This is an optimization exercise on Yosys and OpenROAD, whose aim is small area, not a production implementation. In this exercise RTL edits were held to simulation tests only and were not proved equivalent to the original.

$ cat flow/run.sh
#!/bin/bash
# synth_recipe.tcl (not shown) runs the flow's synth.tcl, then flattens the netlist and writes it again
# the make line also repeats each setting of config.mk as NAME=value (left out here)
make -C /OpenROAD-flow-scripts/flow DESIGN_CONFIG=/design/flow/config.mk WORK_HOME=/design/flow/orfs CLKGATE_MAP_FILE= SYNTH_SCRIPT=/design/flow/synth_recipe.tcl finish
$ cat flow/config.mk
export PLATFORM = sky130hd
export DESIGN_NAME = RsDecodeTop
export DESIGN_NICKNAME = RsDecodeTop
export VERILOG_FILES = /design/flow/design.v
export SDC_FILE = /design/flow/constraint.sdc
export NUM_CORES = 4
export LEC_CHECK = 0
export CAP_MARGIN = 20
export CORE_MARGIN = 2
export CORE_UTILIZATION = 40
export CTS_BUF_LIST = sky130_fd_sc_hd__clkbuf_4 sky130_fd_sc_hd__clkbuf_8
export SLEW_MARGIN = 20
$ cat flow/constraint.sdc
create_clock -name core_clock -period 10.0 [get_ports {CLK}]
set_input_delay 2.0000 -clock core_clock [delete_from_list [all_inputs] [get_ports {CLK}]]
set_output_delay 2.0000 -clock core_clock [all_outputs]
set_load 0.01 [all_outputs]
$ cat flow/design.v
module RsDecodeMult(
   A,  
   B,  
   P   
);
   input  [5:0]   A;  
   input  [5:0]   B;  
   output [5:0]   P;  
   wire [10:0]   M;
   assign M[0]  = (A[0] & B[0]);
   assign M[1]  = (A[0] & B[1]) ^ (A[1] & B[0]);
   assign M[2]  = (A[0] & B[2]) ^ (A[1] & B[1]) ^ (A[2] & B[0]);
   assign M[3]  = (A[0] & B[3]) ^ (A[1] & B[2]) ^ (A[2] & B[1]) ^ (A[3] & B[0]);
   assign M[4]  = (A[0] & B[4]) ^ (A[1] & B[3]) ^ (A[2] & B[2]) ^ (A[3] & B[1]) ^ (A[4] & B[0]);
   assign M[5]  = (A[0] & B[5]) ^ (A[1] & B[4]) ^ (A[2] & B[3]) ^ (A[3] & B[2]) ^ (A[4] & B[1]) ^ (A[5] & B[0]);
   assign M[6]  = (A[1] & B[5]) ^ (A[2] & B[4]) ^ (A[3] & B[3]) ^ (A[4] & B[2]) ^ (A[5] & B[1]);
   assign M[7]  = (A[2] & B[5]) ^ (A[3] & B[4]) ^ (A[4] & B[3]) ^ (A[5] & B[2]);
   assign M[8]  = (A[3] & B[5]) ^ (A[4] & B[4]) ^ (A[5] & B[3]);
   assign M[9]  = (A[4] & B[5]) ^ (A[5] & B[4]);
   assign M[10] = (A[5] & B[5]);
   assign P[0] =  M[0] ^ M[6] ^ M[7] ^ M[9] ^ M[10] ;
   assign P[1] =  M[1] ^ M[6] ^ M[8] ^ M[9] ;
   assign P[2] =  M[2] ^ M[7] ^ M[9] ^ M[10] ;
   assign P[3] =  M[3] ^ M[8] ^ M[10] ;
   assign P[4] =  M[4] ^ M[6] ^ M[7] ^ M[10] ;
   assign P[5] =  M[5] ^ M[6] ^ M[8] ^ M[9] ^ M[10] ;
endmodule
module RsDecodeInv(
   B,    
   R     
 );
   input  [5:0]   B;  
   output [5:0]   R;  
   reg [5:0]   R;
   always @(B) begin
      case (B)
         6'd0: begin
            R = 6'd0;
         end
         6'd1: begin
            R = 6'd1;
         end
         6'd2: begin
            R = 6'd57;
         end
         6'd3: begin
            R = 6'd46;
         end
         6'd4: begin
            R = 6'd37;
         end
         6'd5: begin
            R = 6'd26;
         end
         6'd6: begin
            R = 6'd23;
         end
         6'd7: begin
            R = 6'd33;
         end
         6'd8: begin
            R = 6'd43;
         end
         6'd9: begin
            R = 6'd31;
         end
         6'd10: begin
            R = 6'd13;
         end
         6'd11: begin
            R = 6'd51;
         end
         6'd12: begin
            R = 6'd50;
         end
         6'd13: begin
            R = 6'd10;
         end
         6'd14: begin
            R = 6'd41;
         end
         6'd15: begin
            R = 6'd39;
         end
         6'd16: begin
            R = 6'd44;
         end
         6'd17: begin
            R = 6'd29;
         end
         6'd18: begin
            R = 6'd54;
         end
         6'd19: begin
            R = 6'd35;
         end
         6'd20: begin
            R = 6'd63;
         end
         6'd21: begin
            R = 6'd60;
         end
         6'd22: begin
            R = 6'd32;
         end
         6'd23: begin
            R = 6'd6;
         end
         6'd24: begin
            R = 6'd25;
         end
         6'd25: begin
            R = 6'd24;
         end
         6'd26: begin
            R = 6'd5;
         end
         6'd27: begin
            R = 6'd36;
         end
         6'd28: begin
            R = 6'd45;
         end
         6'd29: begin
            R = 6'd17;
         end
         6'd30: begin
            R = 6'd42;
         end
         6'd31: begin
            R = 6'd9;
         end
         6'd32: begin
            R = 6'd22;
         end
         6'd33: begin
            R = 6'd7;
         end
         6'd34: begin
            R = 6'd55;
         end
         6'd35: begin
            R = 6'd19;
         end
         6'd36: begin
            R = 6'd27;
         end
         6'd37: begin
            R = 6'd4;
         end
         6'd38: begin
            R = 6'd40;
         end
         6'd39: begin
            R = 6'd15;
         end
         6'd40: begin
            R = 6'd38;
         end
         6'd41: begin
            R = 6'd14;
         end
         6'd42: begin
            R = 6'd30;
         end
         6'd43: begin
            R = 6'd8;
         end
         6'd44: begin
            R = 6'd16;
         end
         6'd45: begin
            R = 6'd28;
         end
         6'd46: begin
            R = 6'd3;
         end
         6'd47: begin
            R = 6'd56;
         end
         6'd48: begin
            R = 6'd53;
         end
         6'd49: begin
            R = 6'd58;
         end
         6'd50: begin
            R = 6'd12;
         end
         6'd51: begin
            R = 6'd11;
         end
         6'd52: begin
            R = 6'd59;
         end
         6'd53: begin
            R = 6'd48;
         end
         6'd54: begin
            R = 6'd18;
         end
         6'd55: begin
            R = 6'd34;
         end
         6'd56: begin
            R = 6'd47;
         end
         6'd57: begin
            R = 6'd2;
         end
         6'd58: begin
            R = 6'd49;
         end
         6'd59: begin
            R = 6'd52;
         end
         6'd60: begin
            R = 6'd21;
         end
         6'd61: begin
            R = 6'd62;
         end
         6'd62: begin
            R = 6'd61;
         end
         default: begin
            R = 6'd20;
         end
      endcase
   end
endmodule
module RsDecodeTop(
   CLK,
   RESET,
   enable,
   startPls,
   erasureIn,
   dataIn,
   outEnable,
   outStartPls,
   outDone,
   errorNum,
   erasureNum,
   fail,
   delayedData,
   outData
);
   input          CLK;
   input          RESET;
   input          enable;
   input          startPls;
   input          erasureIn;
   input  [5:0]   dataIn;
   output         outEnable;
   output         outStartPls;
   output         outDone;
   output [5:0]   errorNum;
   output [5:0]   erasureNum;
   output         fail;
   output [5:0]   delayedData;
   output [5:0]   outData;
   function [5:0] gm;
      input [5:0] A;
      input [5:0] B;
      reg   [10:0] M;
      begin
         M[0]  = (A[0] & B[0]);
         M[1]  = (A[0] & B[1]) ^ (A[1] & B[0]);
         M[2]  = (A[0] & B[2]) ^ (A[1] & B[1]) ^ (A[2] & B[0]);
         M[3]  = (A[0] & B[3]) ^ (A[1] & B[2]) ^ (A[2] & B[1]) ^ (A[3] & B[0]);
         M[4]  = (A[0] & B[4]) ^ (A[1] & B[3]) ^ (A[2] & B[2]) ^ (A[3] & B[1]) ^ (A[4] & B[0]);
         M[5]  = (A[0] & B[5]) ^ (A[1] & B[4]) ^ (A[2] & B[3]) ^ (A[3] & B[2]) ^ (A[4] & B[1]) ^ (A[5] & B[0]);
         M[6]  = (A[1] & B[5]) ^ (A[2] & B[4]) ^ (A[3] & B[3]) ^ (A[4] & B[2]) ^ (A[5] & B[1]);
         M[7]  = (A[2] & B[5]) ^ (A[3] & B[4]) ^ (A[4] & B[3]) ^ (A[5] & B[2]);
         M[8]  = (A[3] & B[5]) ^ (A[4] & B[4]) ^ (A[5] & B[3]);
         M[9]  = (A[4] & B[5]) ^ (A[5] & B[4]);
         M[10] = (A[5] & B[5]);
         gm[0] = M[0] ^ M[6] ^ M[7] ^ M[9] ^ M[10];
         gm[1] = M[1] ^ M[6] ^ M[8] ^ M[9];
         gm[2] = M[2] ^ M[7] ^ M[9] ^ M[10];
         gm[3] = M[3] ^ M[8] ^ M[10];
         gm[4] = M[4] ^ M[6] ^ M[7] ^ M[10];
         gm[5] = M[5] ^ M[6] ^ M[8] ^ M[9] ^ M[10];
      end
   endfunction
   function [5:0] gmb;
      input [35:0] Bb;
      input [5:0]  A;
      integer i;
      begin
         gmb = 6'd0;
         for (i = 0; i < 6; i = i + 1) gmb = gmb ^ (Bb[6*i +: 6] & {6{A[i]}});
      end
   endfunction
   function [5:0] apw;
      input integer j;
      begin
         case (j)
            0: apw = 6'd1;   1: apw = 6'd2;   2: apw = 6'd4;   3: apw = 6'd8;
            4: apw = 6'd16;  5: apw = 6'd32;  6: apw = 6'd51;  7: apw = 6'd21;
            8: apw = 6'd42;  9: apw = 6'd39;  10: apw = 6'd61; 11: apw = 6'd9;
            12: apw = 6'd18; 13: apw = 6'd36; 14: apw = 6'd59; 15: apw = 6'd5;
            16: apw = 6'd10; 17: apw = 6'd20; 18: apw = 6'd40; 19: apw = 6'd35;
            default: apw = 6'd53;
         endcase
      end
   endfunction
   function [5:0] ini;
      input integer j;
      begin
         case (j)
            0: ini = 6'd1;   1: ini = 6'd61;  2: ini = 6'd53;  3: ini = 6'd17;
            4: ini = 6'd6;   5: ini = 6'd27;  6: ini = 6'd43;  7: ini = 6'd21;
            8: ini = 6'd20;  9: ini = 6'd41;  10: ini = 6'd28; 11: ini = 6'd13;
            12: ini = 6'd11; 13: ini = 6'd16; 14: ini = 6'd59; 15: ini = 6'd46;
            16: ini = 6'd58; 17: ini = 6'd19; 18: ini = 6'd15; 19: ini = 6'd2;
            default: ini = 6'd9;
         endcase
      end
   endfunction
   genvar j;
   wire [5:0] dIn = (erasureIn == 1'b0) ? dataIn : 6'd0;
   reg [1000:0] SR;
   reg [5:0] cnt1;
   always @(posedge CLK or negedge RESET) begin
      if (~RESET) cnt1 <= 6'd0;
      else if (enable) begin
         if (startPls) cnt1 <= 6'd1;
         else if ((cnt1 == 6'd0) || (cnt1 == 6'd54)) cnt1 <= 6'd0;
         else cnt1 <= cnt1 + 6'd1;
      end
   end
   wire done1 = (cnt1 == 6'd54);
   reg  [119:0] S;
   wire [119:0] Sa;    
   generate for (j = 0; j < 20; j = j + 1) begin : g_syn
      assign Sa[6*j +: 6] = gm(S[6*j +: 6], apw(j));
      always @(posedge CLK) begin
         if (enable) begin
            if (startPls) S[6*j +: 6] <= dIn;
            else          S[6*j +: 6] <= dIn ^ Sa[6*j +: 6];
         end
      end
   end endgenerate
   reg [5:0]   pw;
   reg [5:0]   eraCnt;
   reg [5:0]   K;
   reg [125:0] EPS;
   always @(posedge CLK) begin
      if (enable) begin
         if (startPls) pw <= 6'd9;
         else          pw <= gm(pw, 6'd2);
      end
   end
   always @(posedge CLK) begin
      if (enable) begin
         if (startPls)       K <= erasureIn ? 6'd61 : 6'd1;
         else if (erasureIn) K <= gm(K, pw);
      end
   end
   always @(posedge CLK or negedge RESET) begin
      if (~RESET) eraCnt <= 6'd0;
      else if (enable) begin
         if (startPls) eraCnt <= {5'd0, erasureIn};
         else if (erasureIn) eraCnt <= eraCnt + 6'd1;
      end
   end
   generate for (j = 0; j < 21; j = j + 1) begin : g_era
      wire [5:0] prev;
      if (j == 0) begin : g0
         assign prev = 6'd0;
      end else begin : gn
         assign prev = EPS[6*j-6 +: 6];
      end
      wire [5:0] hn = EPS[6*j +: 6] ^ (erasureIn ? prev : 6'd0);
      always @(posedge CLK) begin
         if (enable) begin
            if (startPls) begin
               if (j == 0)      EPS[6*j +: 6] <= 6'd1;
               else if (j == 1) EPS[6*j +: 6] <= erasureIn ? 6'd2 : 6'd0;
               else             EPS[6*j +: 6] <= 6'd0;
            end
            else if ((cnt1 != 6'd0) && (cnt1 != 6'd54)) EPS[6*j +: 6] <= gm(hn, apw(j));
         end
      end
   end endgenerate
   reg [125:0] H1;
   wire        epsLate;
   reg [4:0]   degE1, degE2, degE3, degE4, degE5;
   reg         failE1, failE2, failE3, failE4, failE5;
   reg [5:0] K1, K2, K3;
   always @(posedge CLK) begin
      if (enable && done1) K1 <= K;
      if (enable && (startPls || epsLate)) H1 <= EPS;
   end
   reg [4:0] cntP;
   always @(posedge CLK or negedge RESET) begin
      if (~RESET) cntP <= 5'd0;
      else if (enable) begin
         if (done1) cntP <= 5'd1;
         else if ((cntP == 5'd0) || (cntP == 5'd21)) cntP <= 5'd0;
         else cntP <= cntP + 5'd1;
      end
   end
   wire done2 = (cntP == 5'd21);
   reg  [119:0] R;
   reg  [5:0]   KP;    
   always @(posedge CLK) begin
      if (enable) begin
         if (done1) KP <= gm(K, 6'd19);
         else       KP <= gm(KP, 6'd2);
      end
   end
   wire [119:0] pterm;
   generate for (j = 0; j < 20; j = j + 1) begin : g_pm
      wire       mk = (cntP <= (20 - j));
      wire [5:0] e  = mk ? ((cnt1 == 6'd0) ? EPS[6*j +: 6] : H1[6*j +: 6]) : 6'd0;
      wire [5:0] p  = gm(e, R[6*(19-j) +: 6]);
      if (j == 0) begin : g0
         assign pterm[5:0] = p;
      end else begin : gn
         assign pterm[6*j +: 6] = pterm[6*j-6 +: 6] ^ p;
      end
   end endgenerate
   wire [5:0] gam = pterm[119:114];
   always @(posedge CLK) begin
      if (enable) begin
         if (done1) R <= Sa;
         else if ((cntP != 5'd0) && (cntP <= 5'd20)) R <= {R[113:0], gm(gam, KP)};
      end
   end
   always @(posedge CLK) begin
      if (enable && done2) begin
         K2 <= K1;
      end
   end
   reg [1:0] phase;
   reg [5:0] cntE;
   reg [5:0] steps;
   reg [4:0] offset;
   reg [4:0] numShifted;
   always @(posedge CLK or negedge RESET) begin
      if (~RESET) phase <= 2'd0;
      else if (enable) begin
         if (done2) phase <= 2'd1;
         else if (phase == 2'd2) phase <= 2'd0;
         else phase <= phase + 2'd1;
      end
   end
   always @(posedge CLK or negedge RESET) begin
      if (~RESET) cntE <= 6'd0;
      else if (enable) begin
         if (done2) cntE <= 6'd1;
         else if ((cntE == 6'd0) || (cntE == 6'd63)) cntE <= 6'd0;
         else cntE <= cntE + 6'd1;
      end
   end
   wire done3 = (cntE == 6'd63);
   always @(posedge CLK or negedge RESET) begin
      if (~RESET) steps <= 6'd0;
      else if (done2) begin
         case (degE1)
            5'd0:           steps <= 6'd63;
            5'd1, 5'd2:     steps <= 6'd57;
            5'd3, 5'd4:     steps <= 6'd51;
            5'd5, 5'd6:     steps <= 6'd45;
            5'd7, 5'd8:     steps <= 6'd39;
            5'd9, 5'd10:    steps <= 6'd33;
            5'd11, 5'd12:   steps <= 6'd27;
            5'd13, 5'd14:   steps <= 6'd21;
            5'd15, 5'd16:   steps <= 6'd15;
            5'd17, 5'd18:   steps <= 6'd9;
            5'd19, 5'd20:   steps <= 6'd3;
            default:        steps <= 6'd0;
         endcase
      end
   end
   wire enE = (degE1 <= 5'd20) ? (cntE <= steps) : (cntE <= 6'd3);
   reg [119:0] W;     
   reg [119:0] WB;    
   reg [119:0] L;     
   reg [119:0] LB;    
   reg [113:0] X;     
   wire [5:0] w19 = W[119:114];
   wire [5:0] w19inv;
   RsDecodeInv RsDecodeInv_Q (.B(w19), .R(w19inv));
   wire [5:0] qC   = gm(WB[119:114], w19inv);
   wire       skip = (w19 == 6'd0);
   wire       offz = (offset == 5'd0);
   wire go0 = enable && !done2 && (phase == 2'd0) && (cntE != 6'd0) && (cntE <= 6'd60) && enE;
   reg       act;
   reg [5:0] qR;
   reg       cAR, cBR, cCR;
   always @(posedge CLK or negedge RESET) begin
      if (~RESET) act <= 1'b0;
      else if (enable) begin
         if (done2) act <= 1'b0;
         else if (phase == 2'd0) act <= go0;
      end
   end
   always @(posedge CLK) begin
      if (enable && (phase == 2'd0)) begin
         qR  <= qC;
         cAR <= !skip && offz;
         cBR <= !skip && !offz;
         cCR <= skip;
      end
   end
   wire       ph0 = (phase == 2'd0);
   wire [5:0] qU  = ph0 ? qC : qR;
   wire [35:0] qB;
   assign qB[5:0] = qU;
   generate for (j = 1; j < 6; j = j + 1) begin : g_qb
      assign qB[6*j +: 6] = {qB[6*j-6 +: 5], qB[6*j-1]} ^ {qB[6*j-1], qB[6*j-1], 2'b00, qB[6*j-1], 1'b0};
   end endgenerate
   wire       cA  = ph0 ? (!skip && offz)  : cAR;
   wire       cB  = ph0 ? (!skip && !offz) : cBR;
   wire       cC  = ph0 ? skip : cCR;
   wire       updAny = ph0 ? go0 : (enable && act && !done2);
   wire       upd0 = updAny && (phase == 2'd0);
   wire       upd1 = updAny && (phase == 2'd1);
   wire       upd2 = updAny && (phase == 2'd2);
   always @(posedge CLK or negedge RESET) begin
      if (~RESET) begin
         offset     <= 5'd0;
         numShifted <= 5'd0;
      end
      else if (enable && done2) begin
         offset     <= 5'd1;
         numShifted <= 5'd0;
      end
      else if (go0) begin
         if (!skip && offz) begin
            offset     <= 5'd1;
            numShifted <= numShifted + 5'd1;
         end
         else if (skip) begin
            offset     <= offset + 5'd1;
            numShifted <= numShifted + 5'd1;
         end
         else begin
            offset     <= offset - 5'd1;
         end
      end
   end
   wire [41:0] mwP;   
   wire [41:0] mlP;   
   generate for (j = 0; j < 7; j = j + 1) begin : g_em
      wire [5:0] wop;
      wire [5:0] lop;
      if (j == 0) begin : g0
         assign wop = (phase == 2'd0) ? W[6*(12+j) +: 6] : (phase == 2'd1) ? W[6*(5+j) +: 6] : 6'd0;
      end else begin : gn
         assign wop = (phase == 2'd0) ? W[6*(12+j) +: 6] : (phase == 2'd1) ? W[6*(5+j) +: 6] : W[6*(j-1) +: 6];
      end
      if (j == 6) begin : g6
         assign lop = (phase == 2'd0) ? L[6*(13+j) +: 6] : L[6*(6+j) +: 6];
      end else begin : gl
         assign lop = (phase == 2'd0) ? L[6*(13+j) +: 6] : (phase == 2'd1) ? L[6*(6+j) +: 6] : L[6*j +: 6];
      end
      assign mwP[6*j +: 6] = gmb(qB, wop);
      assign mlP[6*j +: 6] = gmb(qB, lop);
   end endgenerate
   generate for (j = 0; j < 20; j = j + 1) begin : g_eu
      localparam integer SLOT = (j >= 13) ? (j - 13) : (j >= 6) ? (j - 6) : j;
      wire upd = (j >= 13) ? upd0 : (j >= 6) ? upd1 : upd2;
      wire [5:0] pw_ = mwP[6*SLOT +: 6];
      wire [5:0] pl_ = mlP[6*SLOT +: 6];
      wire [5:0] wPrev;
      wire [5:0] wbPrev;
      wire [5:0] xPrev;
      if (j == 0) begin : g0
         assign wPrev  = 6'd0;
         assign wbPrev = 6'd0;
         assign xPrev  = 6'd0;
      end else begin : gn
         assign wPrev  = W[6*j-6 +: 6];
         assign wbPrev = WB[6*j-6 +: 6];
         assign xPrev  = X[6*j-6 +: 6];
      end
      wire [5:0] wNew  = (j == 0) ? 6'd0 : (pw_ ^ wbPrev);
      always @(posedge CLK) begin
         if (enable && done2) begin
            W[6*j +: 6]  <= R[6*j +: 6];
            WB[6*j +: 6] <= (j == 19) ? 6'd1 : 6'd0;
            L[6*j +: 6]  <= (j == 0) ? 6'd1 : 6'd0;
            LB[6*j +: 6] <= 6'd0;
         end
         else if (upd) begin
            if (cA) begin
               WB[6*j +: 6] <= W[6*j +: 6];
               W[6*j +: 6]  <= wNew;
               LB[6*j +: 6] <= L[6*j +: 6];
               L[6*j +: 6]  <= LB[6*j +: 6] ^ pl_ ^ xPrev;
            end
            else if (cB) begin
               WB[6*j +: 6] <= wNew;
            end
            else if (cC) begin
               W[6*j +: 6]  <= wPrev;
            end
         end
      end
      if (j < 19) begin : gx
         always @(posedge CLK) begin
            if (enable && done2) X[6*j +: 6] <= 6'd0;
            else if (upd) begin
               if (cA)      X[6*j +: 6] <= 6'd0;
               else if (cB) X[6*j +: 6] <= pl_ ^ xPrev;
            end
         end
      end
   end endgenerate
   function [5:0] ainv;
      input [4:0] k;
      begin
         case (k)
            5'd0: ainv = 6'd1;   5'd1: ainv = 6'd57;  5'd2: ainv = 6'd37;  5'd3: ainv = 6'd43;
            5'd4: ainv = 6'd44;  5'd5: ainv = 6'd22;  5'd6: ainv = 6'd11;  5'd7: ainv = 6'd60;
            5'd8: ainv = 6'd30;  5'd9: ainv = 6'd15;  5'd10: ainv = 6'd62; 5'd11: ainv = 6'd31;
            5'd12: ainv = 6'd54; 5'd13: ainv = 6'd27; 5'd14: ainv = 6'd52; 5'd15: ainv = 6'd26;
            5'd16: ainv = 6'd13; 5'd17: ainv = 6'd63; 5'd18: ainv = 6'd38; 5'd19: ainv = 6'd19;
            5'd20: ainv = 6'd48; 5'd21: ainv = 6'd24; 5'd22: ainv = 6'd12; 5'd23: ainv = 6'd6;
            5'd24: ainv = 6'd3;  5'd25: ainv = 6'd56; 5'd26: ainv = 6'd28; 5'd27: ainv = 6'd14;
            5'd28: ainv = 6'd7;  5'd29: ainv = 6'd58; 5'd30: ainv = 6'd29; default: ainv = 6'd55;
         endcase
      end
   endfunction
   function [5:0] ainv10;
      input [4:0] k;
      begin
         case (k)
            5'd0: ainv10 = 6'd1;   5'd1: ainv10 = 6'd62;  5'd2: ainv10 = 6'd48;  5'd3: ainv10 = 6'd29;
            5'd4: ainv10 = 6'd23;  5'd5: ainv10 = 6'd36;  5'd6: ainv10 = 6'd8;   5'd7: ainv10 = 6'd60;
            5'd8: ainv10 = 6'd63;  5'd9: ainv10 = 6'd14;  5'd10: ainv10 = 6'd45; 5'd11: ainv10 = 6'd10;
            5'd12: ainv10 = 6'd51; 5'd13: ainv10 = 6'd44; 5'd14: ainv10 = 6'd52; 5'd15: ainv10 = 6'd3;
            5'd16: ainv10 = 6'd49; 5'd17: ainv10 = 6'd35; 5'd18: ainv10 = 6'd39; 5'd19: ainv10 = 6'd57;
            5'd20: ainv10 = 6'd31; 5'd21: ainv10 = 6'd24; 5'd22: ainv10 = 6'd55; 5'd23: ainv10 = 6'd50;
            5'd24: ainv10 = 6'd18; 5'd25: ainv10 = 6'd4;  5'd26: ainv10 = 6'd30; 5'd27: ainv10 = 6'd38;
            5'd28: ainv10 = 6'd7;  5'd29: ainv10 = 6'd47; 5'd30: ainv10 = 6'd5;  default: ainv10 = 6'd32;
         endcase
      end
   endfunction
   reg doneShift, doneShiftReg;
   always @(posedge CLK or negedge RESET) begin
      if (~RESET) begin
         doneShift    <= 1'b0;
         doneShiftReg <= 1'b0;
      end
      else if (enable) begin
         doneShift    <= done3;
         doneShiftReg <= doneShift;
      end
   end
   reg [119:0] CL;
   reg [119:0] CW;
   reg [125:0] CE;
   wire chHold = doneShift || doneShiftReg;
   wire ceLoad = (cntE == 6'd53);
   reg  epsMoved;
   assign epsLate = (cntE == 6'd52) && !epsMoved;
   always @(posedge CLK or negedge RESET) begin
      if (~RESET) epsMoved <= 1'b0;
      else if (enable) begin
         if (done2) epsMoved <= (cnt1 != 6'd0) || startPls;
         else if (startPls) epsMoved <= 1'b1;
      end
   end
   reg [4:0] kReg;
   reg [5:0] PK;
   always @(posedge CLK) begin
      if (enable) begin
         if (done3) begin
            kReg <= numShifted;
            PK   <= ainv10(numShifted);
            K3   <= K2;
         end
         else if (!chHold) PK <= gm(PK, ainv(kReg));
      end
   end
   generate for (j = 0; j < 21; j = j + 1) begin : g_ch
      if (j < 20) begin : glw
         always @(posedge CLK) begin
            if (enable) begin
               if (done3) begin
                  CL[6*j +: 6] <= gm(L[6*j +: 6], ini(j));
                  CW[6*j +: 6] <= gm(W[6*j +: 6], ini(j));
               end
               else if (!chHold) begin
                  CL[6*j +: 6] <= gm(CL[6*j +: 6], apw(j));
                  CW[6*j +: 6] <= gm(CW[6*j +: 6], apw(j));
               end
            end
         end
      end
      always @(posedge CLK) begin
         if (enable) begin
            if (ceLoad) CE[6*j +: 6] <= H1[6*j +: 6];
            else        CE[6*j +: 6] <= gm(CE[6*j +: 6], apw(j));
         end
      end
   end endgenerate
   reg [5:0] lamEven, lamOdd, omSum, epsSum, epsOdd;
   reg [4:0] degOmU, degLa;
   wire [4:0] degOm = (degOmU >= kReg) ? (degOmU - kReg) : 5'd0;
   integer m;
   always @(*) begin
      lamEven = 6'd0; lamOdd = 6'd0; omSum = 6'd0; epsSum = 6'd0; epsOdd = 6'd0;
      degOmU = 5'd0; degLa = 5'd0;
      for (m = 0; m < 20; m = m + 1) begin
         if (m % 2 == 0) lamEven = lamEven ^ CL[6*m +: 6];
         else            lamOdd  = lamOdd  ^ CL[6*m +: 6];
         omSum = omSum ^ CW[6*m +: 6];
         if (CL[6*m +: 6] != 6'd0) degLa = m;
         if (CW[6*m +: 6] != 6'd0) degOmU = m;
      end
      for (m = 0; m < 21; m = m + 1) begin
         epsSum = epsSum ^ CE[6*m +: 6];
         if (m % 2 == 1) epsOdd = epsOdd ^ CE[6*m +: 6];
      end
   end
   wire lamEq = (lamEven == lamOdd);
   reg [5:0] cntC;
   always @(posedge CLK or negedge RESET) begin
      if (~RESET) cntC <= 6'd0;
      else if (enable) begin
         if (doneShiftReg) cntC <= 6'd1;
         else if ((cntC == 6'd0) || (cntC == 6'd54)) cntC <= 6'd0;
         else cntC <= cntC + 6'd1;
      end
   end
   wire doneChien = (cntC == 6'd54);
   wire eraAhead = SR[140*7+6];
   wire eraAhead3 = SR[137*7+6];
   reg [5:0] eps0, eps1, eps2;
   reg [5:0] selLamR, selEpsR, denR, invR, omSumR, nume1, nume2;
   reg       eq1, eq2, eq3;
   wire [5:0] denInv;
   RsDecodeInv RsDecodeInv_E (.B(denR), .R(denInv));
   always @(posedge CLK) begin
      if (enable) begin
         selLamR <= eraAhead ? (lamEven ^ lamOdd) : lamOdd;
         eps0    <= eraAhead3 ? epsOdd : epsSum;
         eps1    <= eps0;
         eps2    <= eps1;
         selEpsR <= gm(eps2, K3);
         eq1     <= lamEq;
         eq2     <= eq1;
         eq3     <= eq2;
         denR    <= gm(selLamR, selEpsR);
         invR    <= denInv;
         omSumR  <= gm(omSum, PK);
         nume1   <= omSumR;
         nume2   <= nume1;
      end
   end
   wire [5:0] errV = gm(nume2, invR);
   reg [4:0] numErrCnt, numErrChien;
   always @(posedge CLK or negedge RESET) begin
      if (~RESET) numErrCnt <= 5'd0;
      else if (enable) begin
         if (doneShiftReg) numErrCnt <= 5'd0;
         else if (lamEq) numErrCnt <= numErrCnt + 5'd1;
      end
   end
   always @(posedge CLK or negedge RESET) begin
      if (~RESET) numErrChien <= 5'd0;
      else if (enable && doneChien) numErrChien <= lamEq ? (numErrCnt + 5'd1) : numErrCnt;
   end
   reg          rdEn;
   reg [6:0]    dq;
   always @(posedge CLK) begin
      if (enable) SR <= {SR[993:0], erasureIn, dIn};
   end
   always @(posedge CLK) begin
      rdEn <= enable;
      if (rdEn) dq <= SR[1000:994];
   end
   wire       delayedErasureIn = dq[6];
   wire [5:0] delayedDataIn    = dq[5:0];
   wire [5:0] error = (delayedErasureIn || eq3) ? errV : 6'd0;
   reg [3:0] startReg;
   reg [2:0] doneReg;
   always @(posedge CLK or negedge RESET) begin
      if (~RESET) begin
         startReg <= 4'd0;
         doneReg  <= 3'd0;
      end
      else if (enable) begin
         startReg <= {doneShiftReg, startReg[3:1]};
         doneReg  <= {doneChien, doneReg[2:1]};
      end
   end
   always @(posedge CLK or negedge RESET) begin
      if (~RESET) begin
         degE1 <= 5'd0; failE1 <= 1'b0;
      end
      else if (enable && done1) begin
         degE1  <= eraCnt[4:0];
         failE1 <= (eraCnt > 6'd20);
      end
   end
   always @(posedge CLK or negedge RESET) begin
      if (~RESET) begin
         degE2 <= 5'd0; failE2 <= 1'b0;
      end
      else if (enable && done2) begin
         degE2 <= degE1; failE2 <= failE1;
      end
   end
   always @(posedge CLK or negedge RESET) begin
      if (~RESET) begin
         degE3 <= 5'd0; failE3 <= 1'b0;
      end
      else if (enable && done3) begin
         degE3 <= degE2; failE3 <= failE2;
      end
   end
   always @(posedge CLK or negedge RESET) begin
      if (~RESET) begin
         degE4 <= 5'd0; failE4 <= 1'b0;
      end
      else if (enable && doneShiftReg) begin
         degE4 <= degE3; failE4 <= failE3;
      end
   end
   always @(posedge CLK or negedge RESET) begin
      if (~RESET) degE5 <= 5'd0;
      else if (enable && doneChien) degE5 <= degE4;
   end
   always @(posedge CLK or negedge RESET) begin
      if (~RESET) failE5 <= 1'b0;
      else if (enable && startReg[1]) failE5 <= failE4;
   end
   reg [4:0] numErasureReg;
   always @(posedge CLK or negedge RESET) begin
      if (~RESET) numErasureReg <= 5'd0;
      else if (enable && doneReg[0]) numErasureReg <= degE5;
   end
   reg [4:0] degreeOmegaReg, degreeLambdaReg;
   always @(posedge CLK or negedge RESET) begin
      if (~RESET) begin
         degreeOmegaReg  <= 5'd0;
         degreeLambdaReg <= 5'd0;
      end
      else if (enable && doneShiftReg) begin
         degreeOmegaReg  <= degOm;
         degreeLambdaReg <= degLa;
      end
   end
   reg OutputValidReg;
   always @(posedge CLK or negedge RESET) begin
      if (~RESET) OutputValidReg <= 1'b0;
      else if (enable) begin
         if (startReg[1]) OutputValidReg <= 1'b1;
         else if (doneReg[0]) OutputValidReg <= 1'b0;
      end
   end
   reg [4:0] numErrorLambdaReg;
   reg       degreeErrorReg;
   always @(posedge CLK or negedge RESET) begin
      if (~RESET) begin
         numErrorLambdaReg <= 5'd0;
         degreeErrorReg    <= 1'b0;
      end
      else if (enable && startReg[1]) begin
         numErrorLambdaReg <= degreeLambdaReg;
         degreeErrorReg    <= !(({1'b0, degreeOmegaReg}) <= ({1'b0, degreeLambdaReg}) + ({1'b0, degE4}));
      end
   end
   reg [4:0] numErrorReg;
   reg       failReg;
   always @(posedge CLK or negedge RESET) begin
      if (~RESET) begin
         numErrorReg <= 5'd0;
         failReg     <= 1'b0;
      end
      else if (enable && doneReg[0]) begin
         numErrorReg <= numErrChien;
         failReg     <= !((numErrorLambdaReg == numErrChien) && !degreeErrorReg && !failE5);
      end
   end
   reg [5:0] DataOutInner, DelayedDataOutInner;
   reg       enableFF;
   reg       startRegInner, doneRegInner, failRegInner, OutputValidRegInner;
   reg [4:0] numErrorRegInner, numErasureRegInner;
   always @(posedge CLK or negedge RESET) begin
      if (~RESET) begin
         DataOutInner        <= 6'd0;
         DelayedDataOutInner <= 6'd0;
         enableFF            <= 1'b0;
         startRegInner       <= 1'b0;
         doneRegInner        <= 1'b0;
         numErrorRegInner    <= 5'd0;
         numErasureRegInner  <= 5'd0;
         failRegInner        <= 1'b0;
         OutputValidRegInner <= 1'b0;
      end
      else begin
         DataOutInner        <= delayedDataIn ^ error;
         DelayedDataOutInner <= delayedDataIn;
         enableFF            <= enable;
         startRegInner       <= startReg[0];
         doneRegInner        <= doneReg[0];
         numErrorRegInner    <= numErrorReg;
         numErasureRegInner  <= numErasureReg;
         failRegInner        <= failReg;
         OutputValidRegInner <= enableFF ? OutputValidReg : 1'b0;
      end
   end
   assign outEnable   = OutputValidRegInner;
   assign outStartPls = startRegInner;
   assign outDone     = doneRegInner;
   assign outData     = DataOutInner;
   assign errorNum    = {1'b0, numErrorRegInner};
   assign erasureNum  = {1'b0, numErasureRegInner};
   assign delayedData = DelayedDataOutInner;
   assign fail        = failRegInner;
endmodule
==> results.yml, run 1 <==
yosys:
  synth-main-ff-cell: "edfxtp_1"
  syn-instance-count: 13900
  ys_types: 95
  yosysSeqAreaShare_pct: 52.1
  synth-seq-cells: 2727
  synthAdderAreaFrac_pct: 0.964
  synth_mux_area_share_pct: 1.53
  synth_xor_area_share_pct: 22.0
  synth_compound_area_share_pct: 9.91
  synth-simple-area-share_pct: 10.9
  syn_area_per_cell_um2: 10.5
  syn-cell-area_mm2: 0.146
  synth-edff-count: 2087
  synth_top_family_by_area: "XOR/XNOR gates"
  synth-async-reset-ratio_pct: 5.61
  yosys_warnings: 2
clock_network:
  clockRootBuffer: "clkbuf_8"
  ctsResizeCount: 0
  cts_tree: "done"
  hold_buffers: 0
  cts_buffer_depth: 4
  cts_buffers: 457
  cts.clk_slew.worst_paths_ns: 0.07
  cts.sinks: 2727
  clk_latency_ns: 1.17
  cts_setup_buffers: 0
  cts_max_level: 5
worst_hold_path:
  holdCritPathClass: "reg -> reg"
cells_and_area:
  largest_reg_flops: 1001
  instances_no_fill: 19100
  final_cell_mix: "2,368 x xnor2_1, 2,087 x edfxtp_1, 1,769 x nand2_1"
  synthToLayoutAreaGrowth_pct: 10.0
  nFillCells: 34700
  fin_nets: 14000
  regMostFlops: "SR"
  drive_gt1_share_pct: 8.07
  post-route-util_pct: 44.1
  layout_commonest_cell: "xnor2_1"
  final_area_mm2: 0.161
floorplan:
  coreArea_mm2: 0.365
  die_w_um: 609
  rows: 222
  top_level_ports: 39
  die_h_um: 609
  die_area_mm2: 0.371
  initial_core_util_pct: 40.1
sta:
  tightestPinTransition_ns: 1.33
  fin_tns_setup_ns: 0
  slew_headroom_pct: 10.5
  fmax_mhz: 134
  min_period_ns: 7.48
  fin_crit_sh_pct: 74.8
  setup_violations: 0
  rsz0062_at_grt: "no"
  final_max_slew_viol_count: 0
  finalHoldViolCount: 0
  fin_skew_ns: 0.0910
status:
  outcome: "timing/DRC/antenna clean"
place:
  dp_hpwl_um: 360000
  port_buffers: 36
  place_area_mm2: 0.152
  dp_cells: 18200
  gp_congestion: 1.06
global_route:
  grt.total_usage_pct: 26.0
  grt-ovfl-total: 0
  antenna_found_initial: 25
  grt_pass1_vias: 96500
  grt_first_pass_wirelength_um: 704000
  grt_max_degree: 206
setup_path:
  cp_max_fo: 44
  critical-path-slowest-cell: "or4b_4"
  worstSetupPathType: "reg -> reg"
  startpoint_type: "register"
  critPathCaptureType: "register"
  cpPeakStageDelay_ns: 0.77
  cp.required_ns: 10.96
  worstPathArrival_ns: 8.44
  cp_cell_sequence: "inv_1 > ha_1 > or4b_4 > buf_4 > o21ai_0 > a21oi_1 > xnor2_1 > xnor3_1 > xnor3_1 > xnor3_1 > xnor3_2 > xnor2_2 > xnor3_1 > nand2_1 > xor2_1 > xnor3_1 > xnor2_2 > xnor3_1 > o21ai_1"
  cpMostUsedCell: "xnor3_1"
detailed_routing:
  drcViolationCount: 0
  wl_per_cell_um: 26.1
  dr.pass1.iters: 8
  routed_wl_um: 497000
  vias: 104000
  drtIter0Drc: 12700
  ant_nets: 0
  routed_via_density: 5.45
run:
  cap_violations: 0
cells by family after synthesis:
group | Yosys count
flops | 2727
other cells | 1
simple gates | 3943
buf+inv | 993
mux | 210
fa+ha+maj | 111
xor+xnor | 3461
compound gates | 2494
final timing paths:
check,start,end,slack (ns),cells past startpoint
setup reg to reg,cnt1[0]$_DFFE_PN0P_,R[5]$_DFFE_PP_,2.52,19
hold reg to reg,SR[337]$_DFFE_PP_,SR[344]$_DFFE_PP_,0.34,0
min in group asynchronous,RESET,numErrorReg[1]$_DFFE_PN0P_,0.87,1
hold / removal,SR[337]$_DFFE_PP_,SR[344]$_DFFE_PP_,0.34,0
max in group asynchronous,RESET,cnt1[3]$_DFFE_PN0P_,7.65,2
setup / recovery,cnt1[0]$_DFFE_PN0P_,R[5]$_DFFE_PP_,2.52,19
cell type report:
class / count / area (µm²) / share of cell area (%)
clock inverter: 199 / 1370 / 0.852
clock buffer: 646 / 7930 / 4.92
inverter: 185 / 703 / 0.437
tap: 4816 / 6030 / 3.74
antenna: 22 / 55.1 / 0.0342
multi-input combinational: 10200 / 66600 / 41.4
timing repair buffer: 242 / 2050 / 1.27
sequential: 2727 / 76300 / 47.4
synth_stat cells, drive strengths merged (43+ instances only):
| cell | instances | area, µm² |
|---|---|---|
| xnor2 | 2382 | 20900 |
| edfxtp | 2087 | 62700 |
| nand2 | 1779 | 6680 |
| nor2 | 1592 | 5980 |
| a21oi | 1022 | 5120 |
| xor2 | 948 | 8300 |
| o21ai | 714 | 3650 |
| clkbuf | 655 | 2460 |
| dfxtp | 487 | 9750 |
| nand3 | 218 | 1110 |
| inv | 182 | 683 |
| a211oi | 173 | 1300 |
| buf | 153 | 723 |
| dfrtp | 153 | 3830 |
| mux2i | 140 | 1410 |
| a22oi | 129 | 968 |
| xnor3 | 126 | 2840 |
| ha | 108 | 1350 |
| nor3 | 100 | 500 |
| o211ai | 94 | 706 |
| a31oi | 93 | 588 |
| mux2 | 66 | 743 |
| o22ai | 57 | 363 |
| nor2b | 46 | 288 |
| and2 | 43 | 269 |
metrics by stage:
stage	hold slack (ns)	setup slack, ns
3_5_place_dp	0.358	2.87
2_1_floorplan	0.349	0.551
5_1_grt	0.297	2.41
3_3_place_gp	0.359	2.65
6_report	0.343	2.52
4_1_cts	0.311	2.76
critical path, delay by kind of cell (launching register included):
family / cells / cell delay, ns
XOR/XNOR: 11 / 4.27
AND/OR/NAND/NOR: 2 / 0.89
AO/OA/AOI/OAI: 3 / 0.86
buffers and inverters: 2 / 0.57
flip-flops: 1 / 0.40
adder cells (fa/ha/maj): 1 / 0.19
per-layer routing:
metal	global-route usage, %	vias up	part of all wire (%)
li1	-	47600	-
met1	36.2	50700	43
met2	39.0	4511	43
met4	13.8	8	6.1
met5	0	-	0.011
met3	4.13	1015	7.9
==> run 2: changes to the inputs <==
--- a/flow/config.mk
+++ b/flow/config.mk
@@ -7,6 +7,7 @@
 export LEC_CHECK = 0
 export CAP_MARGIN = 20
 export CORE_MARGIN = 2
-export CORE_UTILIZATION = 40
-export CTS_BUF_LIST = sky130_fd_sc_hd__clkbuf_4 sky130_fd_sc_hd__clkbuf_8
+export CORE_UTILIZATION = 60
+export CTS_CLUSTER_DIAMETER = 70
+export CTS_CLUSTER_SIZE = 24
 export SLEW_MARGIN = 20
==> run 2 against run 1 <==
Effect of this change: worst setup slack worse by 0.58 ns; final area decreased by 3.7%; core utilization up 20 points; via count grew 3.6%; sequential share of layout area grew 1.8 points; highest routed layer unchanged; synthesized cell count unchanged; clock skew rose by 0.0032 ns.
==> results.yml, run 2 <==
status:
  outcome: "timing/DRC/antenna clean"
clock_network:
  cts_setup_buffers: 0
  ctsResizeCount: 0
  cts.sinks: 2727
  clockRootBuffer: "clkbuf_16"
  hold_buffers: 0
  cts.clk_slew.worst_paths_ns: 0.10
  clk_latency_ns: 0.93
  cts_tree: "done"
  cts_buffers: 159
  cts_buffer_depth: 3
  cts_max_level: 4
place:
  place_ws_ns: 2.20
  place_area_mm2: 0.149
  port_buffers: 36
  dp_hpwl_um: 382000
  gp_congestion: 1.07
global_route:
  grt.total_usage_pct: 41.0
  grt-ovfl-total: 0
  antenna_found_initial: 52
  grt_use_met2_pct: 62.9
  grt_first_pass_wirelength_um: 731000
  met1_usage_pct: 53.3
  grtUsageMet3_pct: 9.13
  busiest_layer: "met2"
  grt_max_degree: 242
  grt_pass1_vias: 101000
yosys:
  yosysTopAreaCellShare_pct: 42.8
  synth-async-reset-ratio_pct: 5.61
  synthTopCellsByCount: "2,380 x xnor2_1, 2,087 x edfxtp_1, 1,778 x nand2_1, 1,592 x nor2_1, 1,021 x a21oi_1"
  syn-cell-area_mm2: 0.146
  synth-main-ff-cell: "edfxtp_1"
  syn_area_per_cell_um2: 10.5
  yosysSeqAreaShare_pct: 52.1
  synth_area_leaders: "edfxtp_1 43%, xnor2_1 14%, dfxtp_1 6.7%"
  synth-edff-count: 2087
  syn-instance-count: 13900
  yosysTopAreaCell: "edfxtp_1"
  synth-seq-cells: 2727
  yosysMostFrequentCell: "xnor2_1"
  ys_types: 95
  yosys_warnings: 2
sta:
  fmax_mhz: 124
  setup_violations: 0
  final_max_slew_viol_count: 0
  finalHoldViolCount: 0
  tightestPinTransition_ns: 1.38
  min_period_ns: 8.06
  rsz0062_at_grt: "no"
  whs_ns: 0.377
  fin_crit_sh_pct: 80.6
  slew_headroom_pct: 7.43
  fin_tns_setup_ns: 0
  setup_slack_ns: 1.94
  fin_skew_ns: 0.0942
worst_hold_path:
  holdCritPathClass: "reg -> reg"
setup_path:
  rr_startpoint: "cnt1[3]$_DFFE_PN0P_"
  crit_buf_inv: 1
  worstPathArrival_ns: 8.81
  r2r_slack_ns: 1.94
  startpoint_type: "register"
  cp-startpoint: "cnt1[3]$_DFFE_PN0P_"
  cpPeakStageDelay_ns: 0.93
  cp.required_ns: 10.76
  worstSetupPathType: "reg -> reg"
  critPathCaptureType: "register"
  critical-path-slowest-cell: "nand2_2"
  r2r_end: "R[5]$_DFFE_PP_"
  cp_cell_sequence: "clkinv_2 > nand2_2 > mux2i_1 > nor2_1 > xnor2_1 > xnor3_1 > xnor3_1 > xnor3_2 > xnor2_2 > xnor3_1 > nand2_1 > xor2_1 > xnor3_1 > xnor2_2 > xnor3_1 > o21ai_1"
  reg2reg_depth: 16
  cp_max_fo: 42
  cp.depth: 16
  setup.worst_path.end: "R[5]$_DFFE_PP_"
  cpMostUsedCell: "xnor3_1"
  critical_path.top_delay_family: "XOR/XNOR gates"
detailed_routing:
  drtIter0Drc: 17300
  drcViolationCount: 0
  ant_nets: 0
  routed_via_density: 6.38
  dr.pass1.iters: 8
  vias: 108000
  wl_per_cell_um: 30.9
  routed_wl_um: 521000
cells_and_area:
  drive_gt1_share_pct: 4.64
  regMostFlops: "SR"
  nFillCells: 18600
  synthToLayoutAreaGrowth_pct: 5.96
  final_area_mm2: 0.155
  largest_reg_flops: 1001
  fin_nets: 13700
  layout_commonest_cell: "xnor2_1"
  final_cell_mix: "2,375 x xnor2_1, 2,087 x edfxtp_1, 1,775 x nand2_1"
floorplan:
  die_h_um: 498
  initial_core_util_pct: 60.3
  rows: 181
  coreArea_mm2: 0.243
  die_area_mm2: 0.248
  die_w_um: 498
  top_level_ports: 39
run:
  cap_violations: 0
run 2: cell count changes in the layout (fill, tap and decap cells not counted), moves of 30 or more:
| cell | delta |
|---|---|
| clkbuf_1 | +30 |
| clkbuf_16 | +161 |
| clkbuf_4 | -152 |
| clkbuf_8 | -489 |
| clkinv_1 | -104 |
| clkinv_2 | -45 |
run 2: worst register-to-register path, delay by kind of cell, from the launching register on:
family,cells,cell delay [ns]
xor+xnor,10,4.04
simple gates,3,1.21
buf+inv,1,0.80
compound gates,1,0.13
mux,1,0.91
flops,1,0.83
run 2: final cells by class:
class / count / area [µm²] / share of cell area, %
Sequential cell: 2727 / 76300 / 49.2
Antenna cell: 26 / 65.1 / 0.0420
Clock inverter: 78 / 1270 / 0.818
Tap cell: 3202 / 4010 / 2.58
Multi-Input combinational cell: 10200 / 66600 / 42.9
Clock buffer: 196 / 4200 / 2.71
Timing Repair Buffer: 237 / 2010 / 1.30
Inverter: 185 / 703 / 0.453
run 2: metrics by stage:
step | instances | utilization (%)
floorplan | 13900 | -
detailed placement | 16600 | 61.6
CTS | 16800 | 63.8
global placement | 16600 | 61.6
finish | 16900 | 63.9
global route | 16800 | 63.8
run 2: how the worst min path moves through the flow:
stage | start | to | slack (ns) | cells past startpoint
floorplan | numErasureReg[0]$_DFFE_PN0P_ | numErasureRegInner[0]$_DFF_PN0_ | 0.35 | 0
global placement | numErasureReg[2]$_DFFE_PN0P_ | numErasureRegInner[2]$_DFF_PN0_ | 0.36 | 0
detailed placement | numErasureReg[1]$_DFFE_PN0P_ | numErasureRegInner[1]$_DFF_PN0_ | 0.36 | 0
CTS | SR[487]$_DFFE_PP_ | SR[494]$_DFFE_PP_ | 0.37 | 0
global route | SR[487]$_DFFE_PP_ | SR[494]$_DFFE_PP_ | 0.37 | 0
finish | SR[891]$_DFFE_PP_ | SR[898]$_DFFE_PP_ | 0.38 | 0
run 2: layer usage:
layer / up-vias / part of all wire, %
met5: - / 0.064
met1: 52400 / 37
met3: 1457 / 11
met2: 7029 / 45
met4: 40 / 7.3
li1: 46700 / -
run 2: logic make-up (layout without fill, tap and decap cells):
| logic type | Yosys count | in the layout | synth area share [%] |
|---|---|---|---|
| AOI/OAI and AO/OA | 2494 | 2494 | 9.91 |
| muxes | 210 | 210 | 1.53 |
| xor gates and xnor gates | 3461 | 3461 | 22.0 |
| buffers and inverters | 993 | 696 | 2.65 |
| other | 1 | 28 | 0.00256 |
| DFF | 2727 | 2727 | 52.1 |
| and+or+nand+nor | 3943 | 3943 | 10.9 |
| adders and majority gates | 111 | 111 | 0.964 |
==> run 3: changes to the inputs <==
==> flow/flow/run.sh (new file) <==
#!/bin/bash
set -o pipefail
cp standard.sh standard_sh.txt
export CTS_ARGS="-sink_clustering_enable -repair_clock_nets -dont_use_dummy_load -sink_clustering_size 24 -sink_clustering_max_diameter 70"
bash standard.sh > standard.log 2>&1
==> flow/standard.sh (new file) <==
#!/bin/bash
# synth_recipe.tcl (not shown) runs the flow's synth.tcl, then flattens the netlist and writes it again
# the make line also repeats each setting of config.mk as NAME=value (left out here)
make -C /OpenROAD-flow-scripts/flow DESIGN_CONFIG=/design/flow/config.mk WORK_HOME=/design/flow/orfs CLKGATE_MAP_FILE= SYNTH_SCRIPT=/design/flow/synth_recipe.tcl "${@:-finish}"
--- a/flow/config.mk
+++ b/flow/config.mk
@@ -8,6 +8,4 @@
 export CAP_MARGIN = 20
 export CORE_MARGIN = 2
 export CORE_UTILIZATION = 60
-export CTS_CLUSTER_DIAMETER = 70
-export CTS_CLUSTER_SIZE = 24
 export SLEW_MARGIN = 20
removed: flow/run.sh
==> run 3 against run 2 <==
Effect of this change: die area unchanged; cell count decreased by 0.69%; non-clock buffer count unchanged.
==> results.yml, run 3 <==
floorplan:
  die_w_um: 498
  die_area_mm2: 0.248
  rows: 181
  top_level_ports: 39
  coreArea_mm2: 0.243
  initial_core_util_pct: 60.3
  die_h_um: 498
yosys:
  synth-edff-count: 2087
  syn-instance-count: 13900
  syn-cell-area_mm2: 0.146
  syn_area_per_cell_um2: 10.5
  synth-async-reset-ratio_pct: 5.61
  synth_area_leaders: "edfxtp_1 43%, xnor2_1 14%, dfxtp_1 6.7%"
  yosysTopAreaCellShare_pct: 42.8
  yosysMostFrequentCell: "xnor2_1"
  synth-main-ff-cell: "edfxtp_1"
  yosys_warnings: 2
  ys_types: 95
  yosysSeqAreaShare_pct: 52.1
  synthTopCellsByCount: "2,380 x xnor2_1, 2,087 x edfxtp_1, 1,778 x nand2_1, 1,592 x nor2_1, 1,021 x a21oi_1"
  synth-seq-cells: 2727
  yosysTopAreaCell: "edfxtp_1"
sta:
  slew_headroom_pct: 13.5
  min_period_ns: 8.00
  finalHoldViolCount: 0
  fmax_mhz: 125
  tightestPinTransition_ns: 1.29
  setup_violations: 0
  rsz0062_at_grt: "no"
  fin_crit_sh_pct: 80.0
  fin_skew_ns: 0.113
  final_max_slew_viol_count: 0
  fin_tns_setup_ns: 0
worst_hold_path:
  hp-start: "SR[651]$_DFFE_PP_"
  holdCritPathClass: "reg -> reg"
  whs_path_depth: 0
  holdPathEnd: "SR[658]$_DFFE_PP_"
detailed_routing:
  routed_via_density: 6.40
  wl_per_cell_um: 31.1
  drcViolationCount: 0
  drtIter0Drc: 16700
  ant_nets: 0
  dr.pass1.iters: 7
  vias: 107000
  routed_wl_um: 521000
clock_network:
  cts_buffers: 159
  cts_tree: "done"
  hold_buffers: 0
  ctsResizeCount: 0
  clk_latency_ns: 0.88
  clockRootBuffer: "clkbuf_16"
  cts.sinks: 2727
  cts_setup_buffers: 0
  cts_max_level: 4
  cts_buffer_depth: 3
  cts.clk_slew.worst_paths_ns: 0.10
global_route:
  grt_pass1_vias: 101000
  grt-ovfl-total: 0
  grt.total_usage_pct: 41.0
  grt_max_degree: 242
  grt_first_pass_wirelength_um: 731000
  antenna_found_initial: 46
cells_and_area:
  instances_no_fill: 16800
  regMostFlops: "SR"
  layout_commonest_cell: "xnor2_1"
  drive_gt1_share_pct: 4.07
  final_area_mm2: 0.154
  synthToLayoutAreaGrowth_pct: 4.94
  largest_reg_flops: 1001
  fin_nets: 13700
  nFillCells: 18700
  final_cell_mix: "2,375 x xnor2_1, 2,087 x edfxtp_1, 1,775 x nand2_1"
place:
  dp_cells: 16600
  gp_congestion: 1.07
  place_area_mm2: 0.149
  dp_hpwl_um: 382000
  port_buffers: 36
setup_path:
  reg2reg_depth: 16
  r2r_end: "R[5]$_DFFE_PP_"
  rr_startpoint: "cnt1[3]$_DFFE_PN0P_"
  cp_max_fo: 42
  startpoint_type: "register"
  r2r_slack_ns: 2.00
  worstSetupPathType: "reg -> reg"
  worstPathArrival_ns: 8.72
  critPathCaptureType: "register"
  cp.required_ns: 10.72
status:
  outcome: "timing/DRC/antenna clean"
run:
  cap_violations: 0
## run 3: kinds of logic (layout without fill, tap and decap cells)
logic type               after synthesis  in the layout  synth area share [%]
other                                  1             27               0.00256
AO/OA/AOI/OAI                       2494           2494                  9.91
buffers and inverters                993            581                  2.65
XOR/XNOR                            3461           3461                  22.0
flip-flops                          2727           2727                  52.1
AND/OR/NAND/NOR                     3943           3943                  10.9
adder cells (fa/ha/maj)              111            111                 0.964
multiplexers                         210            210                  1.53
## run 3: layer usage
layer	up-vias	wire (µm)	track usage (%)	part of all wire, %
met5	-	257	0	0.049
met4	38	37000	24.0	7.1
met3	1491	57900	9.59	11
met2	6875	232000	63.2	45
met1	52200	194000	53.0	37
li1	46600	-	-	-
## run 3: area by class of cell
class	count	area (µm²)	area share (%)
sequential	2727	76300	49.7
multi-input combinational	10200	66600	43.3
tap	3202	4010	2.61
clock buffer	159	3980	2.59
timing repair buffer	237	2010	1.31
inverter	185	703	0.458
antenna	25	62.6	0.0407
## run 3: critical path: stages (launching register included)
cell and delay, ns:
dfrtp_4 0.82, clkinv_2 0.78, nand2_2 0.92, mux2i_1 0.87, nor2_1 0.14, xnor2_1 0.43, xnor3_1 0.54, xnor3_1 0.46
xnor3_2 0.52, xnor2_2 0.19, xnor3_1 0.63, nand2_1 0.14, xor2_1 0.25, xnor3_1 0.41, xnor2_2 0.26, xnor3_1 0.37
o21ai_1 0.13
## run 3: how the worst max path moves through the flow
| stage | startpoint | end | slack, ns | cells past startpoint |
|---|---|---|---|---|
| after floorplan | enable | CL[100]$_DFFE_PP_ | 0.55 | 6 |
| after global placement | cnt1[3]$_DFFE_PN0P_ | R[5]$_DFFE_PP_ | 2.05 | 16 |
| after detailed placement | cnt1[3]$_DFFE_PN0P_ | R[5]$_DFFE_PP_ | 2.20 | 16 |
| after CTS | cnt1[3]$_DFFE_PN0P_ | R[5]$_DFFE_PP_ | 2.19 | 16 |
| after global routing | cnt1[3]$_DFFE_PN0P_ | R[4]$_DFFE_PP_ | 2.00 | 16 |
| final | cnt1[3]$_DFFE_PN0P_ | R[5]$_DFFE_PP_ | 2.00 | 16 |
## run 3: stage by stage
stage / util [%] / hold slack, ns / setup WS (ns)
floorplan: - / 0.349 / 0.551
global placement: 61.6 / 0.357 / 2.05
detailed placement: 61.6 / 0.359 / 2.20
CTS: 63.2 / 0.351 / 2.19
global route: 63.2 / 0.360 / 2.00
finish: 63.3 / 0.374 / 2.00
==> run 4: changes to the inputs <==
--- a/flow/design.v
+++ b/flow/design.v
@@ -642,6 +642,8 @@
       end
    endfunction
    reg doneShift, doneShiftReg;
+   reg [3:0] startReg;
+   reg [2:0] doneReg;
    always @(posedge CLK or negedge RESET) begin
       if (~RESET) begin
          doneShift    <= 1'b0;
@@ -656,6 +658,7 @@
    reg [119:0] CW;
    reg [125:0] CE;
    wire chHold = doneShift || doneShiftReg;
+   wire cwHold = chHold || startReg[3] || startReg[2];
    wire ceLoad = (cntE == 6'd53);
    reg  epsMoved;
    assign epsLate = (cntE == 6'd52) && !epsMoved;
@@ -675,7 +678,7 @@
             PK   <= ainv10(numShifted);
             K3   <= K2;
          end
-         else if (!chHold) PK <= gm(PK, ainv(kReg));
+         else if (!cwHold) PK <= gm(PK, ainv(kReg));
       end
    end
    generate for (j = 0; j < 21; j = j + 1) begin : g_ch
@@ -686,9 +689,9 @@
                   CL[6*j +: 6] <= gm(L[6*j +: 6], ini(j));
                   CW[6*j +: 6] <= gm(W[6*j +: 6], ini(j));
                end
-               else if (!chHold) begin
-                  CL[6*j +: 6] <= gm(CL[6*j +: 6], apw(j));
-                  CW[6*j +: 6] <= gm(CW[6*j +: 6], apw(j));
+               else begin
+                  if (!chHold) CL[6*j +: 6] <= gm(CL[6*j +: 6], apw(j));
+                  if (!cwHold) CW[6*j +: 6] <= gm(CW[6*j +: 6], apw(j));
                end
             end
          end
@@ -733,7 +736,7 @@
    wire eraAhead = SR[140*7+6];
    wire eraAhead3 = SR[137*7+6];
    reg [5:0] eps0, eps1, eps2;
-   reg [5:0] selLamR, selEpsR, denR, invR, omSumR, nume1, nume2;
+   reg [5:0] selLamR, selEpsR, denR, invR, omSumR;
    reg       eq1, eq2, eq3;
    wire [5:0] denInv;
    RsDecodeInv RsDecodeInv_E (.B(denR), .R(denInv));
@@ -750,11 +753,9 @@
          denR    <= gm(selLamR, selEpsR);
          invR    <= denInv;
          omSumR  <= gm(omSum, PK);
-         nume1   <= omSumR;
-         nume2   <= nume1;
       end
    end
-   wire [5:0] errV = gm(nume2, invR);
+   wire [5:0] errV = gm(omSumR, invR);
    reg [4:0] numErrCnt, numErrChien;
    always @(posedge CLK or negedge RESET) begin
       if (~RESET) numErrCnt <= 5'd0;
@@ -767,20 +768,16 @@
       if (~RESET) numErrChien <= 5'd0;
       else if (enable && doneChien) numErrChien <= lamEq ? (numErrCnt + 5'd1) : numErrCnt;
    end
-   reg          rdEn;
    reg [6:0]    dq;
    always @(posedge CLK) begin
       if (enable) SR <= {SR[993:0], erasureIn, dIn};
    end
    always @(posedge CLK) begin
-      rdEn <= enable;
-      if (rdEn) dq <= SR[1000:994];
+      dq <= SR[1000:994];
    end
    wire       delayedErasureIn = dq[6];
    wire [5:0] delayedDataIn    = dq[5:0];
    wire [5:0] error = (delayedErasureIn || eq3) ? errV : 6'd0;
-   reg [3:0] startReg;
-   reg [2:0] doneReg;
    always @(posedge CLK or negedge RESET) begin
       if (~RESET) begin
          startReg <= 4'd0;
==> flow/flow/run.sh (replaced) <==
#!/bin/bash
set -o pipefail
cp standard.sh standard_sh.txt
export CTS_ARGS="-sink_clustering_enable -repair_clock_nets -dont_use_dummy_load -sink_clustering_size 28 -sink_clustering_max_diameter 70"
bash standard.sh > standard.log 2>&1
--- a/flow/config.mk
+++ b/flow/config.mk
@@ -7,5 +7,5 @@
 export LEC_CHECK = 0
 export CAP_MARGIN = 20
 export CORE_MARGIN = 2
-export CORE_UTILIZATION = 60
+export CORE_UTILIZATION = 45
 export SLEW_MARGIN = 20
==> run 4 against run 3 <==
Effect of this change: maximum frequency is 0.23% lower; synthesized cell count is 0.55% lower; wire length is 7.5% lower; critical path depth is 2 higher; critical path type unchanged.
==> results.yml, run 4 <==
clock_network:
  cts.clk_slew.worst_paths_ns: 0.11
  cts_max_level: 4
  cts_tree: "done"
  hold_buffers: 0
  clk_latency_ns: 0.94
  cts_buffers: 171
  cts_setup_buffers: 0
  ctsResizeCount: 0
  cts.sinks: 2714
  clockRootBuffer: "clkbuf_16"
  cts_buffer_depth: 4
global_route:
  grt_pass1_vias: 93000
  antenna_found_initial: 10
  grt-ovfl-total: 0
  grt.total_usage_pct: 28.5
  grt_first_pass_wirelength_um: 685000
  grt_max_degree: 213
floorplan:
  die_w_um: 573
  rows: 209
  die_area_mm2: 0.329
  initial_core_util_pct: 45.1
  coreArea_mm2: 0.323
  die_h_um: 573
  top_level_ports: 39
detailed_routing:
  routed_via_density: 5.64
  vias: 100000
  ant_nets: 0
  dr.pass1.iters: 6
  drtIter0Drc: 12000
  wl_per_cell_um: 27.1
  drcViolationCount: 0
  routed_wl_um: 482000
setup_path:
  worstSetupPathType: "reg -> reg"
  critPathCaptureType: "register"
  cp_max_fo: 26
  startpoint_type: "register"
  cp-startpoint: "cntP[4]$_DFFE_PN0P_"
  r2r_slack_ns: 1.98
  rr_startpoint: "cntP[4]$_DFFE_PN0P_"
  cp.required_ns: 10.55
  setup.worst_path.end: "R[5]$_DFFE_PP_"
  worstPathArrival_ns: 8.57
  r2r_end: "R[5]$_DFFE_PP_"
  reg2reg_depth: 18
yosys:
  synth-simple-area-share_pct: 10.6
  synth_top_family_by_area: "XOR/XNOR gates"
  yosys_warnings: 2
  syn-instance-count: 13900
  synth_area_leaders: "edfxtp_1 43%, xnor2_1 14%, dfxtp_1 6.8%"
  synth-main-ff-cell: "edfxtp_1"
  yosysMostFrequentCell: "xnor2_1"
  synth_compound_area_share_pct: 10.2
  yosysTopAreaCellShare_pct: 42.6
  syn_area_per_cell_um2: 10.5
  synthTopCellsByCount: "2,371 x xnor2_1, 2,068 x edfxtp_1, 1,697 x nand2_1, 1,499 x nor2_1, 1,124 x a21oi_1"
  synth_mux_area_share_pct: 1.71
  yosysTopAreaCell: "edfxtp_1"
  synth-async-reset-ratio_pct: 5.64
  ys_types: 98
  syn-cell-area_mm2: 0.146
  yosysSeqAreaShare_pct: 52.0
  synth_xor_area_share_pct: 21.9
  synthAdderAreaFrac_pct: 0.968
  synth-edff-count: 2068
  synth-seq-cells: 2714
sta:
  final_max_slew_viol_count: 0
  fin_skew_ns: 0.127
  fmax_mhz: 125
  slew_headroom_pct: 13.4
  setup_violations: 0
  fin_crit_sh_pct: 80.2
  fin_tns_setup_ns: 0
  min_period_ns: 8.02
  rsz0062_at_grt: "no"
  finalHoldViolCount: 0
  tightestPinTransition_ns: 1.29
cells_and_area:
  nFillCells: 29800
  largest_reg_flops: 1001
  synthToLayoutAreaGrowth_pct: 6.11
  layout_commonest_cell: "xnor2_1"
  final_area_mm2: 0.155
  regMostFlops: "SR"
  final_cell_mix: "2,359 x xnor2_1, 2,068 x edfxtp_1, 1,689 x nand2_1"
  drive_gt1_share_pct: 4.59
  post-route-util_pct: 47.9
  fin_nets: 13600
  instances_no_fill: 17800
status:
  outcome: "timing/DRC/antenna clean"
place:
  gp_congestion: 1.03
  dp_cells: 17600
  dp_hpwl_um: 356000
  place_area_mm2: 0.150
  port_buffers: 36
run:
  cap_violations: 0
worst_hold_path:
  holdCritPathClass: "reg -> reg"
-- run 4: critical path, stage by stage, from the launching register on --
cell,delay [ns]
dfrtp_1,0.94
clkinv_1,0.91
buf_4,0.50
a21oi_1,0.21
buf_4,0.34
a211oi_1,0.10
xor2_1,0.20
xnor2_1,0.59
xnor3_1,0.55
xnor3_1,0.36
xnor3_2,0.38
xnor3_1,0.46
xnor3_1,0.78
nand2_1,0.18
xor2_2,0.19
xnor2_2,0.28
xnor3_1,0.46
xnor2_1,0.14
o21ai_1,0.07
-- run 4: cells by family (layout without fill, tap and decap cells) --
group | Yosys count | in the layout
other | 1 | 6
multiplexers | 228 | 228
XOR/XNOR | 3476 | 3476
buffers and inverters | 1000 | 591
adder cells (fa/ha/maj) | 111 | 111
flip-flops | 2714 | 2714
AND/OR/NAND/NOR | 3784 | 3784
AO/OA/AOI/OAI | 2549 | 2549
-- run 4: layout make-up --
type                            count  area (µm²)  share of cell area, %
Tap cell                         4325        5410                   3.50
Sequential cell                  2714       75800                   49.0
Inverter                          193         734                  0.474
Clock buffer                      171        4280                   2.76
Multi-Input combinational cell  10200       66600                   43.0
Timing Repair Buffer              227        1970                   1.28
Antenna cell                        4        10.0                0.00647
-- run 4: metrics by stage --
stage | setup WS, ns | hold WS, ns
after floorplan | 0.863 | 0.323
after global placement | 2.37 | 0.327
after detailed placement | 2.36 | 0.330
after CTS | 2.23 | 0.339
after global routing | 1.76 | 0.345
final | 1.98 | 0.341
-- run 4: worst min path at each step --
stage                                  start                               end  depth (start not counted)
after floorplan            SR[994]$_DFFE_PP_                     dq[0]$_DFF_P_                          0
after global placement    SR[1000]$_DFFE_PP_                     dq[6]$_DFF_P_                          0
after detailed placement  SR[1000]$_DFFE_PP_                     dq[6]$_DFF_P_                          0
after CTS                  SR[611]$_DFFE_PP_                 SR[618]$_DFFE_PP_                          0
after global routing       SR[611]$_DFFE_PP_                 SR[618]$_DFFE_PP_                          0
final                          dq[2]$_DFF_P_  DelayedDataOutInner[2]$_DFF_PN0_                          0
-- run 4: per-layer routing --
layer / vias up / share of wire [%] / global-route usage (%)
met5: - / 0.012 / 0
met4: 8 / 5.0 / 12.1
met3: 721 / 7.0 / 4.08
met2: 3844 / 45 / 44.0
met1: 49300 / 43 / 40.0
li1: 46500 / - / -

==> static timing again, ports no longer ideal <==
No port has a modelled driver above. Below, the same layouts with a new extraction and two added sets of constraints.
Step 1, drivers: a clkbuf_16 drives CLK and a buf_2 each remaining input, both assumed.
Step 2, shift: input delay + t, output delay - t, t = (earliest + latest rising clock arrival at the registers) / 2. This alone moves slack from input paths to output paths.
Slacks: ideal ports / drivers / drivers and shift; pairs: ideal ports / drivers.
run | shift t [ns] | setup WS [ns] | worst setup path after step 2
run 1 | 1.234 | 2.522 / 2.522 / 2.522 | register to register
run 2 | 0.983 | 1.945 / 1.945 / 1.945 | register to register
run 3 | 0.934 | 2.000 / 2.000 / 2.000 | register to register
run 4 | 0.983 | 1.981 / 1.981 / 1.981 | register to register
After both steps setup and hold are still met in every run listed.
